What follows belongs to an exercise in optimizing a design on an open flow for small area; a production flow would make more cautious choices. Function was checked by simulation only, so behaviour that the tests miss may differ from the original. No activity file was given, so power comes from the tool's default toggle rates.

Design Final, start of the top module:
module Final(CLK,rst,keyRows,keyCols,display8,bitchoose);
input CLK;
input rst;
input[3:0] keyRows;
output[3:0] keyCols;
output[7:0] display8;
output[3:0] bitchoose;
reg [7:0] c1;
wire [7:0] q1 = c1 ^ 8'haa;
wire en1 = (~q1[0] & q1[1] & q1[2] & q1[3] & ~q1[4] & q1[6] & q1[7]);
always @(posedge CLK)
	if (rst) c1 <= 8'd106 ^ 8'haa;
	else c1 <= {q1[6:0], q1[7] ^ q1[0] ^ (q1[1] & q1[3])} ^ 8'haa;
reg [6:0] c2;
wire [6:0] q2 = c2 ^ 7'h2a;
wire en2 = (~q2[0] & ~q2[2] & q2[3] & ~q2[4] & ~q2[6]);
always @(posedge CLK)
	if (rst) c2 <= 7'd71 ^ 7'h2a;
	else c2 <= {q2[5:0], q2[6] ^ (q2[0] & q2[3])} ^ 7'h2a;
reg [1:0] ks;
wire B = |keyRows;
always @(posedge CLK)
	if (rst) ks <= 2'b00;
	else if (en1 && !B) ks <= {ks[0], ~ks[1]};
wire c3 = ~ks[1] & ~ks[0], cc2 = ~ks[1] & ks[0], cc1 = ks[1] & ks[0], c0 = ks[1] & ~ks[0];
assign keyCols = {c3, cc2, cc1, c0};
reg p, A;
always @(posedge CLK)
	if (rst) begin p <= 1'b0; A <= 1'b0; end
	else if (en1) begin p <= B; A <= B & p; end
wire r3 = keyRows == 4'b1000, r2 = keyRows == 4'b0100, r1 = keyRows == 4'b0010, r0 = keyRows == 4'b0001;
wire kS  = A & r0 & cc2;
wire kSR = A & r0 & ks[0];
wire kT  = A & r0 & c0;
wire kD  = A & ((r3 | r2 | r1) & ~c0 | r0 & c3);
wire kN  = ~(kD | kSR | kT);
wire [3:0] dig = {r1 & ~c3, r2 | r1 & c3, r3 & ~c3 | r2 & cc1 | r1 & c3, r3 & ~cc2 | r2 & cc2 | r1 & ~cc2};
wire ge5 = r2 & ~c3 | r1;
wire [3:1] mu = {r2 & c3 | r1 & cc1, r3 & cc2 | r3 & cc1 | r1 & c3 | r1 & cc2, r3 & c3 | r3 & cc1 | r2 & cc1 | r1 & cc2};
reg x, y, z;
reg [8:0] M;       
reg [3:0] a;       
reg [1:0] Lh;      
reg [3:0] Ll;      
wire isS0 = x & ~y, isS4 = x & y, isS1 = ~x & y, isS2 = ~x & ~y & ~z, isS3 = ~x & ~y & z;
  ...
For scale: ~240 cells after synthesis, about 22 I/O pins.
export LEC_CHECK = 0
export ABC_AREA = 1
export CAP_MARGIN = 20
export CORE_AREA = 2.3 2.72 57.04 57.12
export DIE_AREA = 0 0 59.415 59.415
export SLEW_MARGIN = 20
create_clock -name core_clock -period 10.0 [get_ports {CLK}]
standard.sh (not shown) runs the stock make flow with config.mk's settings and CLKGATE_MAP_FILE= SYNTH_SCRIPT=/design/flow/synth_recipe.tcl, a recipe that flattens the netlist after the stock synthesis.
==> flow/flow/run.sh <==
#!/bin/bash
# Own layout flow: the standard synthesis; then its combinational logic re-mapped by ABC with
# several area scripts, keeping the smallest netlist (flip-flops stay as the standard synthesis
# made them); then the standard layout steps, with buf_1 cells as the port buffers.
set -euo pipefail
W=$(pwd)
LIB=$FLOW_HOME/platforms/sky130hd/lib/sky130_fd_sc_hd__tt_025C_1v80.lib
R=$W/orfs/results/$FLOW_PLATFORM/Final/base
YOSYS=${YOSYS_EXE:-$FLOW_HOME/../tools/install/yosys/bin/yosys}
[ -x "$YOSYS" ] || YOSYS=yosys

bash standard.sh synth > synth_standard.log 2>&1
python3 flow/mkcells.py "$LIB" cells.v > mkcells.log 2>&1
cp "$R/1_2_yosys.v" 1_2_yosys.standard.v
best=""; bestarea=""
for s in flow/s*.abc; do
  n=$(basename "$s" .abc)
  LIB="$LIB" CELLS=cells.v NETIN=1_2_yosys.standard.v NETOUT=resynth_$n.v TOP="$FLOW_TOP" \
    ABCSCRIPT="$s" "$YOSYS" -c flow/resynth.tcl > resynth_$n.log 2>&1 || continue
  area=$(grep 'Chip area' resynth_$n.log | tail -1 | sed 's/.*: //')
  echo "$n $area" >> resynth_areas.log
  if [ -z "$best" ] || awk "BEGIN{exit !($area < $bestarea)}"; then best=$n; bestarea=$area; fi
done
echo "chosen $best $bestarea" >> resynth_areas.log
cp resynth_$best.v "$R/1_2_yosys.v"
rm -f "$R/1_synth.odb" "$R/1_synth.sdc"
bash standard.sh "BUFFER_PORTS_ARGS=-buffer_cell sky130_fd_sc_hd__buf_1" finish > layout.log 2>&1
==> flow/flow/s6_2.abc <==
strash
&get -n
&deepsyn -T 20 -S 2
&put
dch -f
amap
mfs2
strash
dch -f
amap
topo
==> flow/flow/s6_3.abc <==
strash
&get -n
&deepsyn -T 20 -S 3
&put
dch -f
amap
mfs2
strash
dch -f
amap
topo
==> flow/flow/s6_4.abc <==
strash
&get -n
&deepsyn -T 20 -S 4
&put
dch -f
amap
mfs2
strash
dch -f
amap
topo
Other scripts of this flow, unchanged in this note and not shown: flow/flow/mkcells.py, flow/flow/resynth.tcl, flow/flow/s1.abc, flow/flow/s2.abc, flow/flow/s3.abc, flow/flow/s4.abc, flow/flow/s5.abc, flow/flow/s6.abc, flow/flow/s7.abc
The starting point finished with timing, DRC and antenna clean.
Next try:
--- a/flow/flow/run.sh
+++ b/flow/flow/run.sh
@@ -27 +27,2 @@
-bash standard.sh "BUFFER_PORTS_ARGS=-buffer_cell sky130_fd_sc_hd__buf_1" finish > layout.log 2>&1
+bash standard.sh "BUFFER_PORTS_ARGS=-buffer_cell sky130_fd_sc_hd__buf_1" \
+  "CTS_ARGS=-sink_clustering_enable -repair_clock_nets -dont_use_dummy_load" finish > layout.log 2>&1
GPL_TIMING_DRIVEN = 0   (was not set)
- synthesized cell count stays the same
- via count shrinks by 1.9%
- total power shrinks by 8.0%
- first-iteration DRC count shrinks by about 46%
- global-route usage shrinks by 0.33 points
- die area does not change
- worst hold slack is about the same
- area after synthesis stays the same
- final area shrinks by 1.9%
- combinational power is about the same
- worst setup slack gets worse by 0.30 ns
Next try:
--- a/flow/flow/run.sh
+++ b/flow/flow/run.sh
@@ -27,2 +27 @@
-bash standard.sh "BUFFER_PORTS_ARGS=-buffer_cell sky130_fd_sc_hd__buf_1" \
-  "CTS_ARGS=-sink_clustering_enable -repair_clock_nets -dont_use_dummy_load" finish > layout.log 2>&1
+bash standard.sh "BUFFER_PORTS_ARGS=-buffer_cell sky130_fd_sc_hd__buf_1" finish > layout.log 2>&1
CORE_AREA = not set   (was 2.3 2.72 57.04 57.12)
CORE_MARGIN = 2   (was not set)
CORE_UTILIZATION = 70   (was not set)
CTS_CLUSTER_SIZE = 10   (was not set)
DIE_AREA = not set   (was 0 0 59.415 59.415)
GPL_TIMING_DRIVEN = not set   (was 0)
removed: flow/flow/s6_2.abc
removed: flow/flow/s6_3.abc
removed: flow/flow/s6_4.abc
Cell area is higher by 2.5%.
Cell count is higher by about 0.7%.
Core utilization is higher by 7.8 points.
Count of clock-buffer cells in the layout is higher by 3.
Global-route usage is higher by 4.2 points.
Combinational power is higher by 23%.
Setup slack improves by 0.14 ns.
Total power is higher by 17%.
Clock power is higher by 63%.

static timing again, ports no longer ideal:
The results above use ideal ports. As a check the final layouts listed here were re-extracted and re-timed, cells and wires unchanged.
Step 1: set_driving_cell puts a clkbuf_16 on CLK and a buf_2 on each other input, an assumption about the parent block.
Step 2, shift: input delay + t, output delay - t, t = (earliest + latest rising clock arrival at the registers) / 2. This alone moves slack from input paths to output paths.
Three values: ideal, step 1, step 2; two values: the first two.
run | t, ns | setup WS [ns] | worst setup path at the end | worst data-port slew with drivers (ns)
the first run | 0.364 | 5.086 / 5.088 / 4.723 | input to register | 0.03
the second run | 0.358 | 4.787 / 4.787 / 4.429 | input to register | 0.03
the third run | 0.371 | 4.928 / 4.930 / 4.558 | input to register | 0.03
After both steps every run listed still meets setup and hold. The setup slack of the third run, which loses most, moves by +0.002 ns with the drivers and by -0.370 ns with both steps.
